Background: an optimization exercise with open tools, aiming at small area. Do not read the settings as production practice.
Function was checked by simulation only, so behaviour that the tests miss may differ from the original.
Power figures rest on the tool's default switching activity, not on a simulated workload.

==> flow/run.sh <==
#!/bin/bash
# synth_recipe.tcl (not shown) runs the flow's synth.tcl, then flattens the netlist and writes it again
# the make line also repeats each setting of config.mk as NAME=value (left out here)
make -C /OpenROAD-flow-scripts/flow DESIGN_CONFIG=/design/flow/config.mk WORK_HOME=/design/flow/orfs CLKGATE_MAP_FILE= SYNTH_SCRIPT=/design/flow/synth_recipe.tcl finish
==> flow/config.mk <==
export PLATFORM = sky130hd
export DESIGN_NAME = top
export DESIGN_NICKNAME = top
export VERILOG_FILES = /design/flow/design.v
export SDC_FILE = /design/flow/constraint.sdc
export NUM_CORES = 4
export LEC_CHECK = 0
export CAP_MARGIN = 20
export CORE_MARGIN = 2
export CORE_UTILIZATION = 40
export SLEW_MARGIN = 20
==> flow/constraint.sdc <==
create_clock -name core_clock -period 15.0 [get_ports {clk}]
set_input_delay 3.0000 -clock core_clock [delete_from_list [all_inputs] [get_ports {clk}]]
set_output_delay 3.0000 -clock core_clock [all_outputs]
set_load 0.01 [all_outputs]
==> flow/design.v <==
`timescale 1ns / 1ps
module Thermostat(
    input Reset,
    input Set,
    input Up,
    input Down,
    input clk,
    input [7:0] Temperature, 
    output [7:0] CurrentTemp,
    output [7:0] ChangedTemp    
    );
    reg [7:0] DesiredTmp;
    reg [7:0] tmp;
    reg [7:0] tmp2;
    wire slowclock1;
    wire slowclock2;
    wire tick1;
    wire tick2;
    clock_divider1 CD1(.clk(clk),.reset(Reset),.sclk(slowclock1),.tick(tick1));
    clock_divider2 CD2(.clk(clk),.reset(Reset),.sclk(slowclock2),.tick(tick2));
    always @(posedge clk)
    begin 
        if (Reset)
        begin
            tmp <= Temperature;
        end
        else if (tick1)
        begin
            if (Up)             
            begin 
                if (tmp == 8'b01100011) 
                    tmp <= 8'b01100011; 
                else
                    tmp <= tmp + 1'b1;  
            end
            else if (Down)           
            begin 
                if (tmp == 8'b00000000)  
                    tmp <= 8'b00000000; 
                else
                    tmp <= tmp - 1'b1;    
            end
        end
    end 
    always @(posedge clk)
    begin 
        if (Reset)
        begin 
            DesiredTmp <= Temperature; 
            tmp2 <= Temperature;
        end
        else if (tick2)
        begin
            if(Set)  
                DesiredTmp <= tmp;
            else if (tmp2 < DesiredTmp) 
                tmp2 <= tmp2 + 1'b1;
            else if (tmp2 > DesiredTmp) 
                tmp2 <= tmp2 - 1'b1;
            else if (tmp2 == DesiredTmp) 
                tmp2 <= tmp2;
        end
    end
    assign CurrentTemp = tmp2;
    assign ChangedTemp = tmp;
endmodule
module clock_divider1(
input clk,
input reset,
output reg sclk,
output tick
);
reg [31:0] count;
    always@(posedge clk)
        begin
    if(reset == 1'b1) begin
    count <= 32'd0;
    sclk <= 1'b0;
        end else begin
    if(count == 32'd100) begin 
    count <= 32'd0;
    sclk <= ~sclk;
        end else begin
    count <= count + 1;
        end
    end
    end
    assign tick = (count == 32'd100) && !sclk;
endmodule
module clock_divider2(
input clk,
input reset,
output reg sclk,
output tick
);
reg [31:0] count;
    always@(posedge clk)
        begin
    if(reset == 1'b1) begin
    count <= 32'd0;
    sclk <= 1'b0;
        end else begin
    if(count == 32'd800) begin 
    count <= 32'd0;
    sclk <= ~sclk;
        end else begin
    count <= count + 1;
        end
    end
    end
    assign tick = (count == 32'd800) && !sclk;
endmodule
`timescale 1ns / 1ps
module sseg_display(
    input clk,
    input Reset,
    input [7:0] CurrentTemp,
    input [7:0] ChangedTemp,
    output reg [6:0] sseg_out,  
    output reg [7:0] an_out  
    );
    wire [3:0] current_tens, current_ones;
    assign current_tens = CurrentTemp / 10;            
    assign current_ones = CurrentTemp % 10;            
    wire [3:0] changed_tens, changed_ones;
    assign changed_tens = ChangedTemp / 10;            
    assign changed_ones = ChangedTemp % 10;            
    parameter ZERO  = 7'b0000001;   
    parameter ONE   = 7'b1001111;   
    parameter TWO   = 7'b0010010;   
    parameter THREE = 7'b0000110;   
    parameter FOUR  = 7'b1001100;   
    parameter FIVE  = 7'b0100100;   
    parameter SIX   = 7'b0100000;   
    parameter SEVEN = 7'b0001111;   
    parameter EIGHT = 7'b0000000;   
    parameter NINE  = 7'b0000100;   
    parameter DEG   = 7'b0011100;   
    parameter F     = 7'b0111000;   
    parameter BLANK = 7'b1111111;   
    reg [2:0] an_sel;    
    reg [16:0] counter;  
    always @(posedge clk) begin
        if(Reset)
        begin
            counter <= 0;
            an_sel <= 0;
        end
        else if(counter == 4) 
        begin
            counter <= 0;
            an_sel <=  an_sel + 1;
        end
        else
            counter <=  counter + 1;
    end
    always @(an_sel) begin
        case(an_sel) 
            3'b000 : an_out = 8'b11111110;    
            3'b001 : an_out = 8'b11111101;    
            3'b010 : an_out = 8'b11111011;    
            3'b011 : an_out = 8'b11110111;    
            3'b100 : an_out = 8'b11101111;    
            3'b101 : an_out = 8'b11011111;    
            3'b110 : an_out = 8'b10111111;    
            3'b111 : an_out = 8'b01111111;    
        endcase
    end
        always @*
        case(an_sel)
            3'b000 : sseg_out = F;     
            3'b001 : sseg_out = DEG;   
            3'b010 : begin
                        case(current_ones)  
                            4'b0000 : sseg_out = ZERO;
                            4'b0001 : sseg_out = ONE;
                            4'b0010 : sseg_out = TWO;
                            4'b0011 : sseg_out = THREE;
                            4'b0100 : sseg_out = FOUR;
                            4'b0101 : sseg_out = FIVE;
                            4'b0110 : sseg_out = SIX;
                            4'b0111 : sseg_out = SEVEN;
                            4'b1000 : sseg_out = EIGHT;
                            4'b1001 : sseg_out = NINE;
                            default : sseg_out = BLANK;
                        endcase
                    end
            3'b011 : begin
                        case(current_tens)  
                            4'b0000 : sseg_out = ZERO;
                            4'b0001 : sseg_out = ONE;
                            4'b0010 : sseg_out = TWO;
                            4'b0011 : sseg_out = THREE;
                            4'b0100 : sseg_out = FOUR;
                            4'b0101 : sseg_out = FIVE;
                            4'b0110 : sseg_out = SIX;
                            4'b0111 : sseg_out = SEVEN;
                            4'b1000 : sseg_out = EIGHT;
                            4'b1001 : sseg_out = NINE;
                            default : sseg_out = BLANK;
                        endcase
                    end
            3'b100 : sseg_out = F;
            3'b101 : sseg_out = DEG;
            3'b110 : begin
                        case(changed_ones)  
                            4'b0000 : sseg_out = ZERO;
                            4'b0001 : sseg_out = ONE;
                            4'b0010 : sseg_out = TWO;
                            4'b0011 : sseg_out = THREE;
                            4'b0100 : sseg_out = FOUR;
                            4'b0101 : sseg_out = FIVE;
                            4'b0110 : sseg_out = SIX;
                            4'b0111 : sseg_out = SEVEN;
                            4'b1000 : sseg_out = EIGHT;
                            4'b1001 : sseg_out = NINE;
                            default : sseg_out = BLANK;
                        endcase
                    end
            3'b111 : begin
                        case(changed_tens)  
                            4'b0000 : sseg_out = ZERO;
                            4'b0001 : sseg_out = ONE;
                            4'b0010 : sseg_out = TWO;
                            4'b0011 : sseg_out = THREE;
                            4'b0100 : sseg_out = FOUR;
                            4'b0101 : sseg_out = FIVE;
                            4'b0110 : sseg_out = SIX;
                            4'b0111 : sseg_out = SEVEN;
                            4'b1000 : sseg_out = EIGHT;
                            4'b1001 : sseg_out = NINE;
                            default : sseg_out = BLANK;
                        endcase
                    end
        endcase
endmodule
`timescale 1ns / 1ps
module top(
    input clk,
    input Reset,
    input Set,
    input Up,
    input Down,
    input [7:0] Temperature,
    output [6:0] sseg_out,
    output [7:0] an_out
    );
    wire [7:0] CurrentTemp;
    wire [7:0] ChangedTemp;
    Thermostat thermo(.Reset(Reset), .Set(Set), .Up(Up), .Down(Down), .clk(clk), .Temperature(Temperature), .CurrentTemp(CurrentTemp), .ChangedTemp(ChangedTemp));
    sseg_display sseg(.clk(clk), .Reset(Reset), .CurrentTemp(CurrentTemp), .ChangedTemp(ChangedTemp), .sseg_out(sseg_out), .an_out(an_out));
endmodule
==> summary.txt <==
[synth_stat cells (12+ instances only)]
cell,n,area [um2]
o21ai_0,62,310.3
nand4_1,22,137.6
a21o_1,12,90.09
clkbuf_1,34,127.6
or3_1,16,100.1
nand2_1,79,296.5
xnor2_1,45,394.1
a21oi_1,51,255.2
edfxtp_1,24,720.7
inv_1,60,225.2
nor2_1,148,555.5
xor2_1,43,376.6
ha_1,60,750.7
nand2b_1,13,81.33
nor3_1,37,185.2
nand3_1,57,285.3
dfxtp_1,94,1882
nor4_1,20,125.1
and3_1,21,131.4
[per-stage QoR]
step / instance area (um2) / total power [W] / std cells / util / hold WS, ns
2_1_floorplan: 9128 / 0.001208 / 1143 / - / 0.4375
3_3_place_gp: 9534 / 0.001396 / 1408 / 0.4237 / 0.4584
3_5_place_dp: 9534 / 0.001402 / 1408 / 0.4237 / 0.4705
4_1_cts: 10160 / 0.001835 / 1440 / 0.4517 / 0.4809
5_1_grt: 10160 / 0.001999 / 1440 / 0.4517 / 0.5104
6_report: 10160 / 0.001838 / 1440 / 0.4517 / 0.4773
[how the worst min path moves through the flow]
stage | slack, ns | cells after the start | end | startpoint
finish | 0.48 | 1 | thermo.CD2.count[0] | thermo.CD2.count[0]
global route | 0.51 | 1 | thermo.CD1.count[0] | thermo.CD1.count[0]
CTS | 0.48 | 1 | thermo.CD2.count[0] | thermo.CD2.count[0]
detailed placement | 0.47 | 1 | thermo.CD1.count[0] | thermo.CD1.count[0]
global placement | 0.46 | 1 | thermo.CD1.count[0] | thermo.CD1.count[0]
floorplan | 0.44 | 1 | thermo.CD1.count[0] | thermo.CD1.count[0]
[metal layers]
layer / routed length, um / share of wire
met1: 11040 / 0.49
met2: 10180 / 0.45
met3: 971 / 0.043
met4: 281 / 0.013
met5: 0 / 0
[sequential cells by signal (all words and copies together) (netlist names)]
signal             count
thermo.tmp             8
thermo.tmp2            8
thermo.CD1.sclk        1
thermo.DesiredTmp      8
sseg.counter          17
thermo.CD2.count      32
sseg.an_sel            3
thermo.CD1.count      32
an_out                 8
thermo.CD2.sclk        1
[power by group through the flow]
stage	logic, W	registers, W	clock network, W
after detailed placement	0.000997	0.000405	0
after global placement	0.000991	0.000405	0
after global routing	0.00115	0.000405	0.000449
after CTS	0.00100	0.000398	0.000434
after floorplan	0.000837	0.000371	0
final	0.00101	0.000398	0.000426
[layout make-up]
class,instances,area [um2],share of cell area
Tap cell,285,356.6,0.03508
Clock inverter,13,155.1,0.01526
Multi-Input combinational cell,911,6045,0.5947
Inverter,64,242.7,0.02388
Sequential cell,118,2603,0.2560
Clock buffer,19,475.5,0.04678
Timing Repair Buffer,30,287.8,0.02831
[kinds of logic (layout without fill, tap and decap cells)]
logic type,after synthesis,in the layout,synth area share
mux,11,11,0.01234
flops,118,118,0.2851
fa+ha+maj,63,63,0.08677
buf+inv,114,126,0.05264
compound gates,273,273,0.2147
xor+xnor,89,89,0.08622
simple gates,475,475,0.2622
[critical path, delay by kind of cell (launching register included)]
family	cells	cell delay, ns
flops	1	0.65
xor+xnor	1	0.22
compound gates	9	2.40
fa+ha+maj	3	1.05
simple gates	6	1.61
buf+inv	3	0.94
[placed cells by master, fill, tap and decap left out, types with 8 or more instances in the layout]
cell type	netlist	final
o211ai_1	8	8
nand2_1	79	79
a21oi_1	51	51
and3_1	21	21
a31oi_1	11	11
xor2_1	43	43
nor2_1	148	148
mux2i_1	9	9
nand2b_1	13	13
inv_1	60	60
a221oi_1	9	9
nand4_1	22	22
nor2b_1	11	11
nand3_1	57	57
xnor2_1	45	45
nor4_1	20	20
edfxtp_1	24	24
or3_1	16	16
a21o_1	12	12
nor3_1	37	37
clkdlybuf4s50_1	0	26
ha_1	60	60
clkbuf_16	0	19
o21a_1	8	8
o21ai_0	62	62
a211oi_1	11	11
dfxtp_1	94	94
and4_1	8	8
==> impl_metrics.csv <==
group,metric,value,unit
clock_tree,cts_root_buf,"clkbuf_16",
floorplanning,die-area,24040,um2
floorplanning,core_area,22500,um2
worst_setup_path,r2r-start,"thermo.tmp2[5]",
timing,finalHoldViolCount,0,
worst_setup_path,r2r_slack,11.43,ns
worst_setup_path,cp_max_fo,16,
detailed_routing,wire_per_inst,15.61,um
timing,fmax,97.19,MHz
clock_tree,clock_path_buffers,2,
worst_setup_path,path_common_cell,"ha_1",
global_route,antenna_found_initial,0,
synth,ys_seq_area_frac,0.2851,
detailed_routing,first_iter_violations,633,
floorplanning,io_pins,28,
synth,netlist_instances,1143,
clock_tree,cts_max_level,4,
worst_setup_path,timing.rr.end,"thermo.tmp2[7]",
timing,period_share,0.6860,
clock_tree,cts.sink_count,118,
cells_and_area,nFillCells,2246,
placed_design,dp.final_hpwl,16.24,mm
worst_setup_path,worst_setup_path_start_kind,"register",
worst_setup_path,slowest_delay,0.65,ns
timing,finalMaxSlewViolations,0,
worst_setup_path,worstSetupStartpoint,"thermo.tmp[6]",
power,leakagePower,3.782,nW
power,clockPowerShare,0.232,
power,p_int,0.001007,W
power,pwr-share-seq,0.217,
global_route,busiest_layer,"met2",
synth,ys_async_sr_fraction,0,
detailed_routing,drcViolationCount,0,
global_route,grt_remaining_overflow,0,
power,p_sw,0.0008308,W
timing,rsz0062_at_grt,"false",
clock_tree,path_clk_slew,0.06,ns
worst_setup_path,cp-endpoint,"sseg_out[0]",
global_route,gr-usage-met3,0.02758,
worst_setup_path,crit_required,12.00,ns
timing,final.setup.tns,0,ns
clock_tree,cts_hold_buffers,0,
job,maxCapViolations,0,
detailed_routing,final_antenna_net_count,0,
timing,min_period,10.29,ns
global_route,grt_use_total,0.1885,
timing,setup_violations,0,
cells_and_area,nNetsFinal,1216,
power,pwr-share-comb,0.551,
min_path,hold_path_class,"reg2reg",
global_route,grt_pass1_vias,7703,
detailed_routing,vias,8278,
synth,synth-edff-count,24,
power,peakVddDrop,127.2,uV
synth,ys_ff_latch,118,
clock_tree,worstSkewPairLatency,0.41,ns
timing,relSlewSlack,0.4490,
clock_tree,numCtsBuffers,17,
placed_design,finalWeightedCongestion,0.8526,
synth,syn_avg_cell_area,7.986,um2
global_route,grt_first_pass_wirelength,37.87,mm
placed_design,dp_slack,5.294,ns
floorplanning,fp.dieH,155.1,um
power,switching_share,0.4520,
cells_and_area,diodes,0,
synth,syn_area,9128,um2
synth,yosys_warnings,4,
synth,synth_ff_type,"dfxtp_1",
detailed_routing,drt_wl_total,22.48,mm
clock_tree,cts_tree,"built",
global_route,grtUsageMet1,0.2672,
floorplanning,placement_rows,55,
worst_setup_path,critPathArrivalTime,7.29,ns
timing,fin_ws,4.711,ns
worst_setup_path,r2r_cells,14,
cells_and_area,area_growth,11.36,%
timing,fin_worst_skew,0.007599,ns
synth,synth.distinct_cells,102,
detailed_routing,drt-pass1-iter-count,5,
clock_tree,post_cts_resized,0,
timing,worstMarginPinSlew,0.8265,ns
synth,syn_nets,1217,
floorplanning,die_w,155.1,um
worst_setup_path,critPathKind,"reg2out",
cells_and_area,layout-drive-gt1-share,0.07100,
global_route,grt_util_met2,0.3012,
worst_setup_path,critPathSlowestCell,"edfxtp_1",
run_status,status,"no timing/DRC/antenna violations",
detailed_routing,viasPerCell,5.749,
floorplanning,start_util,0.4056,
placed_design,port_buffers,27,
clock_tree,cts_setup_buffers,0,
global_route,grt_max_degree,52,
worst_setup_path,cp_cell_sequence,"inv_1, ha_1, or2_2, ha_1, nand3b_1, a21oi_2, o31ai_2, nor3_1, a2111oi_4, nand3_1, o211ai_1, nand2_1, a21o_1, inv_1, xnor2_1, ha_1, a21oi_1, o221ai_1, o41ai_1, nor4_1, o32a_1, clkdlybuf4s50_1",
power,power_density,180.8,nW/um2
worst_setup_path,crit_path_end_kind,"output port",

-- what the ideal ports hide --
The results above use ideal ports. As a check the final layout listed here was re-extracted and re-timed, cells and wires unchanged.
Step 1 (the two cells are an assumption about what drives the block):
set clk [get_ports {clk}]
set_driving_cell -lib_cell sky130_fd_sc_hd__clkbuf_16 $clk
set_driving_cell -lib_cell sky130_fd_sc_hd__buf_2 [delete_from_list [all_inputs] $clk]
Step 2 adds t to the input delays and takes it off the output delays; t is the mean of the earliest and latest rising clock arrival at the registers after step 1. Input paths then give back, and output paths get back, about the clock's delay inside the block.
Slacks: no drivers / after step 1 / after step 2; pairs: no drivers / after step 1.
t (ns): 0.444
setup WS [ns]: 4.711 / 4.672 / 5.116
hold slack, ns: 0.477 / 0.477 / 0.477
latest minus earliest clock arrival (ns): 0.008 / 0.008
worst data-port slew with drivers (ns): 0.07
After both steps setup and hold are still met in this run. For this run, drivers alone change the setup slack by -0.039 ns; drivers and shift together by +0.405 ns.
